This is an optimization exercise on Yosys and OpenROAD, whose aim is small area, not a production implementation.
In this exercise RTL edits were held to simulation tests only and were not proved equivalent to the original.
Power is estimated from default activity; no workload was simulated. The clock port is modelled as an ideal driver; clocking choices that lean on that would not hold on a real chip.

==> flow/design.v (excerpt) <==
module UARTinterface(
		input CLK, RST, WRITE_TO_TX_BUFFER, READ_BUFFER, SET_BR, SET_MODE,
		input [31:0] DATA_IN__CONFIG,
		output [7:0] DATA_OUT,
		output INTERRUPT, BUSY, PARITY,
		input RX,
		output TX
	);
clock: 10.0 ns
lec_check: 0
cap_margin: 0
core_margin: 2
core_utilization: 40
cts_buf_list: sky130_fd_sc_hd__clkbuf_16
cts_cluster_diameter: 100
cts_cluster_size: 30
place_density: 0.5
slew_margin: 0
run.sh (not shown) runs the stock make flow with config.mk's settings and CLKGATE_MAP_FILE= SYNTH_SCRIPT=/design/flow/synth_recipe.tcl, a recipe that flattens the netlist after the stock synthesis.
The first run completed without violations.
Change:
--- a/flow/config.mk
+++ b/flow/config.mk
@@ -9,3 +9,3 @@
 export CORE_MARGIN = 2
-export CORE_UTILIZATION = 40
+export CORE_UTILIZATION = 50
 export CTS_BUF_LIST = sky130_fd_sc_hd__clkbuf_16
@@ -13,3 +13,3 @@
 export CTS_CLUSTER_SIZE = 30
-export PLACE_DENSITY = 0.5
+export PLACE_DENSITY = 0.65
 export SLEW_MARGIN = 0
Die area shrinks by 20%. Flip-flop and latch count is unchanged. Power falls by 0.96%. Clock-buffer cell count fell by 11. Via count increases by 0.31%. Synthesized cell count does not change. Setup slack gets better by 0.30 ns. Cell count decreases by 6.9%.
Change:
==> flow/flow/run.sh (new file) <==
#!/bin/bash
# Layout flow: the standard flow (standard.sh) unchanged, with two settings
# passed through the environment to the ORFS scripts:
#  - ports are buffered with the smallest buffer, sky130_fd_sc_hd__buf_1;
#  - clock tree synthesis does not add dummy loads.
# The whole output of the flow goes to flow_run.log in this folder; each ORFS
# step also keeps its own log under orfs/logs.
set -o pipefail
export BUFFER_PORTS_ARGS="-buffer_cell sky130_fd_sc_hd__buf_1"
export CTS_ARGS="-sink_clustering_enable -repair_clock_nets -dont_use_dummy_load -buf_list sky130_fd_sc_hd__clkbuf_16 -sink_clustering_size 30 -sink_clustering_max_diameter 100"
bash standard.sh > flow_run.log 2>&1
==> flow/standard.sh (new file) <==
#!/bin/bash
# synth_recipe.tcl (not shown) runs the flow's synth.tcl, then flattens the netlist and writes it again
# the make line also repeats each setting of config.mk as NAME=value (left out here)
make -C /OpenROAD-flow-scripts/flow DESIGN_CONFIG=/design/flow/config.mk WORK_HOME=/design/flow/orfs CLKGATE_MAP_FILE= SYNTH_SCRIPT=/design/flow/synth_recipe.tcl "${@:-finish}"
--- a/flow/config.mk
+++ b/flow/config.mk
@@ -7,3 +7,3 @@
 export LEC_CHECK = 0
-export CAP_MARGIN = 0
+export CAP_MARGIN = 10
 export CORE_MARGIN = 2
@@ -14,2 +14,2 @@
 export PLACE_DENSITY = 0.65
-export SLEW_MARGIN = 0
+export SLEW_MARGIN = 10
removed: flow/run.sh
=> Via count is lower slightly. Clock-buffer cell count is lower by 1. Total power is lower slightly. Hold slack degrades by 0.043 ns. Core utilization is lower by 0.46 points. Sequential power stays flat.
Change:
==> flow/run.sh (new file) <==
#!/bin/bash
# synth_recipe.tcl (not shown) runs the flow's synth.tcl, then flattens the netlist and writes it again
# the make line also repeats each setting of config.mk as NAME=value (left out here)
make -C /OpenROAD-flow-scripts/flow DESIGN_CONFIG=/design/flow/config.mk WORK_HOME=/design/flow/orfs CLKGATE_MAP_FILE= SYNTH_SCRIPT=/design/flow/synth_recipe.tcl finish
--- a/flow/config.mk
+++ b/flow/config.mk
@@ -7,5 +7,5 @@
 export LEC_CHECK = 0
-export CAP_MARGIN = 10
+export CAP_MARGIN = 20
 export CORE_MARGIN = 2
-export CORE_UTILIZATION = 50
+export CORE_UTILIZATION = 40
 export CTS_BUF_LIST = sky130_fd_sc_hd__clkbuf_16
@@ -13,3 +13,3 @@
 export CTS_CLUSTER_SIZE = 30
-export PLACE_DENSITY = 0.65
-export SLEW_MARGIN = 10
+export PLACE_DENSITY = 0.5
+export SLEW_MARGIN = 20
removed: flow/flow/run.sh
removed: flow/standard.sh
The new run completed without violations.
Core utilization falls by 10 points.
Final area goes up by 1.8%.
Register-to-register slack got worse by 0.10 ns.
Routed wire length climbs by 4.9%.
Sequential power barely changes.
Worst setup slack degrades by 0.20 ns.
Critical path depth fell by 1.
First-iteration DRC count increases by 6.0%.
Clock skew goes up by 0.0033 ns.
Clock power is higher by 8.6%.

* * *

Another version of the RTL of UARTinterface (not shown whole).
Size: about 6800 cells after synthesis, ~51 I/O pins.
Settings: LEC_CHECK=0, CAP_MARGIN=20, CORE_MARGIN=2, CORE_UTILIZATION=40, CTS_BUF_LIST=sky130_fd_sc_hd__clkbuf_16, CTS_CLUSTER_DIAMETER=50, CTS_CLUSTER_SIZE=25, PLACE_DENSITY=0.5, SLEW_MARGIN=20; clock period 10.0 ns.
Stock flow here: none of the scripts above is used.
==> next run, changes <==
--- a/flow/config.mk
+++ b/flow/config.mk
@@ -12,2 +12,2 @@
-export CTS_CLUSTER_DIAMETER = 50
-export CTS_CLUSTER_SIZE = 25
+export CTS_CLUSTER_DIAMETER = 40
+export CTS_CLUSTER_SIZE = 30
After rerunning: Synthesized area stays the same; first-iteration DRC count is lower by 7.4%; final cell count is higher by 1.4%; cell area is higher by 1.7%; setup slack loses 0.0042 ns; fmax is about the same; total power is higher by 4.6%; die area does not change; wire length is higher by 0.60%; synthesized cell count stays the same.

* * *

== build 8 ==
UARTinterface, a different RTL version from the one above (not shown whole).
Size: ~6500 cells after synthesis, about 4600 flip-flops, roughly 51 I/O pins, roughly 110000 um^2 of cells after synthesis.
export LEC_CHECK = 0
export CAP_MARGIN = 10
export CORE_MARGIN = 2
export CORE_UTILIZATION = 50
export CTS_BUF_LIST = sky130_fd_sc_hd__clkbuf_16
export CTS_CLUSTER_DIAMETER = 70
export CTS_CLUSTER_SIZE = 31
export PLACE_DENSITY = 0.65
export SLEW_MARGIN = 10
create_clock -name core_clock -period 10.0 [get_ports {CLK}]
standard.sh (not shown) runs the stock make flow with config.mk's settings and CLKGATE_MAP_FILE= SYNTH_SCRIPT=/design/flow/synth_recipe.tcl, a recipe that flattens the netlist after the stock synthesis.
==> flow/flow/run.sh <==
#!/bin/bash
# Layout flow: the standard flow (standard.sh) unchanged, with settings
# passed through the environment to the ORFS scripts:
#  - ports are buffered with the smallest buffer, sky130_fd_sc_hd__buf_1;
#  - clock tree synthesis builds the tree from sky130_fd_sc_hd__buf_12 (as
#    strong as clkbuf_16 at the leaf loads here, with 20% less area), clusters
#    up to 31 sinks within 70 um per leaf buffer and adds no dummy loads.
# The whole output of the flow goes to flow_run.log in this folder; each ORFS
# step also keeps its own log under orfs/logs.
set -o pipefail
export BUFFER_PORTS_ARGS="-buffer_cell sky130_fd_sc_hd__buf_1"
export CTS_ARGS="-sink_clustering_enable -repair_clock_nets -dont_use_dummy_load -buf_list sky130_fd_sc_hd__buf_12 -sink_clustering_size 31 -sink_clustering_max_diameter 70"
bash standard.sh > flow_run.log 2>&1
Build 8 completed; timing, DRC and antenna clean
For build 77, these inputs were changed with respect to build 8:
Settings: CTS_CLUSTER_SIZE now 36, was 31.
==> flow/flow/run.sh <==
#!/bin/bash
# Layout flow: the standard flow (standard.sh) unchanged, with two settings
# passed through the environment to the ORFS scripts:
#  - ports are buffered with the smallest buffer, sky130_fd_sc_hd__buf_1;
#  - clock tree synthesis does not add dummy loads.
# The whole output of the flow goes to flow_run.log in this folder; each ORFS
# step also keeps its own log under orfs/logs.
set -o pipefail
export BUFFER_PORTS_ARGS="-buffer_cell sky130_fd_sc_hd__buf_1"
export CTS_ARGS="-sink_clustering_enable -repair_clock_nets -dont_use_dummy_load -buf_list sky130_fd_sc_hd__clkbuf_16 -sink_clustering_size 36 -sink_clustering_max_diameter 70"
bash standard.sh > flow_run.log 2>&1
## What came out
Build 77: all stages complete, timing, DRC and antenna checks passed
[compare] base=build 8 new=build 77: met3 demand-to-capacity share in global routing did not really move; critical path depth level; via count closely matched the old numbers.
Re post-layout instance area: build 77 is 570 um^2 up on build 8.
Changes in build 75 relative to build 77:
Settings: CTS_CLUSTER_SIZE: 36 -> 31.
==> flow/flow/run.sh <==
#!/bin/bash
# Layout flow: the standard flow (standard.sh) unchanged, with settings
# passed through the environment to the ORFS scripts:
#  - ports are buffered with the smallest buffer, sky130_fd_sc_hd__buf_1;
#  - clock tree synthesis builds the tree from sky130_fd_sc_hd__buf_12 and buf_8 (buf_12 is as
#    strong as clkbuf_16 at the leaf loads here, with 20% less area), clusters
#    up to 31 sinks within 70 um per leaf buffer and adds no dummy loads.
# The whole output of the flow goes to flow_run.log in this folder; each ORFS
# step also keeps its own log under orfs/logs.
set -o pipefail
export BUFFER_PORTS_ARGS="-buffer_cell sky130_fd_sc_hd__buf_1"
export CTS_ARGS="-sink_clustering_enable -repair_clock_nets -dont_use_dummy_load -buf_list \"sky130_fd_sc_hd__buf_12 sky130_fd_sc_hd__buf_8\" -sink_clustering_size 31 -sink_clustering_max_diameter 70"
bash standard.sh > flow_run.log 2>&1
## What came out
- Measured against each other, build 75 and build 77 differ in worst clock skew, the higher figure coming from build 75.
- Fraction of area in registers, build 75 and build 77: lower on build 77
- Build 75: PASS, flow complete, no timing, DRC or antenna violations
- Taking build 77 as the reference, in build 75 total power divided by cell area has remained practically unchanged, final hold slack has remained practically unchanged, total nets after synthesis has remained practically unchanged.
- Of build 75 and build 77, it is build 75 that has the higher share of total power in sequential cells.
- Relative to build 77, the met1 wire length measured on build 75 has increased slightly.
- Diff build 77 -> build 75 | final cycle utilization of the critical path | decrease of 1.0 points
- Build 77 reports its uppermost layer routed as met5 while build 75 reports met4.
- Wire length of the first global-routing pass: build 75 vs build 77, no meaningful difference
- Build 75 vs build 77: worst-case setup margin in the final layout up in build 75
Inputs modified between build 75 and build 3:
Settings: PLACE_DENSITY: 0.65 -> 0.6; CORE_UTILIZATION: 50 -> 45.
==> flow/flow/run.sh <==
#!/bin/bash
# Layout flow: the standard flow (standard.sh) unchanged, with settings
# passed through the environment to the ORFS scripts:
#  - ports are buffered with the smallest buffer, sky130_fd_sc_hd__buf_1;
#  - clock tree synthesis builds the tree from sky130_fd_sc_hd__buf_12 (as
#    strong as clkbuf_16 at the leaf loads here, with 20% less area), clusters
#    up to 31 sinks within 70 um per leaf buffer and adds no dummy loads.
# The whole output of the flow goes to flow_run.log in this folder; each ORFS
# step also keeps its own log under orfs/logs.
set -o pipefail
export BUFFER_PORTS_ARGS="-buffer_cell sky130_fd_sc_hd__buf_1"
export CTS_ARGS="-sink_clustering_enable -repair_clock_nets -dont_use_dummy_load -buf_list sky130_fd_sc_hd__buf_12 -sink_clustering_size 31 -sink_clustering_max_diameter 70"
bash standard.sh > flow_run.log 2>&1
==> comparison <==
- Per the comparison of build 3 with build 75, post-layout instance count excluding filler cells +358, number of buffers added by the clock tree synthesis step +0.56%, fraction of area in multi-input gates ~0 delta, final-layout fill cell count +3117.
- Between build 3 and build 75, it is build 3 whose logic depth of the worst path, buffers included is lower, by 1.
- Build 3 against build 75: post-detailed-route via-to-cell ratio went down about 4%; total length of routed wires went up 0.84%; final worst setup slack went up 0.27 ns; clock share of power went up 0.4 points; number of buffers on the longest clock path held.

[re-timing with driven ports]
How much do the figures lean on ideal ports? The routed layouts below were timed once more, with nothing changed but the port constraints. Step 1 assumes that a clkbuf_16 drives the clock port and a buf_2 every other input. Step 2 times the ports against the registers' clock, not the clock port: input delays grow and output delays shrink by t, the midpoint of the rising clock arrivals with the driver on. Slacks: ideal / step 1 / step 2; pairs: ideal / step 1.
| run | t, ns | slack for setup (ns) | slew at the worst register clock pin (ns) |
|---|---|---|---|
| the first run of note 1 | 0.943 | 5.053 / 5.122 / 4.179 | 0.12 / 0.12 |
| the second run of note 1 | 0.912 | 5.350 / 5.388 / 4.502 | 0.12 / 0.12 |
| the third run of note 1 | 0.889 | 5.591 / 5.591 / 4.873 | 0.11 / 0.11 |
| the fourth run of note 1 | 0.945 | 5.393 / 5.462 / 4.517 | 0.12 / 0.12 |
| the first run of note 2 | 0.995 | 5.676 / 5.587 / 5.208 | 0.09 / 0.09 |
| the second run of note 2 | 0.994 | 5.672 / 5.587 / 5.167 | 0.08 / 0.08 |
| build 8 | 0.838 | 5.280 / 5.345 / 4.507 | 0.12 / 0.12 |
| build 77 | 0.881 | 5.242 / 5.302 / 4.424 | 0.12 / 0.12 |
| build 75 | 0.952 | 5.346 / 5.346 / 4.477 | 0.12 / 0.12 |
| build 3 | 0.858 | 5.613 / 5.671 / 4.813 | 0.12 / 0.12 |
After both steps setup and hold are still met in every run listed. The setup slack of the fourth run of note 1, which loses most, moves by +0.069 ns with the drivers and by -0.876 ns with both steps.
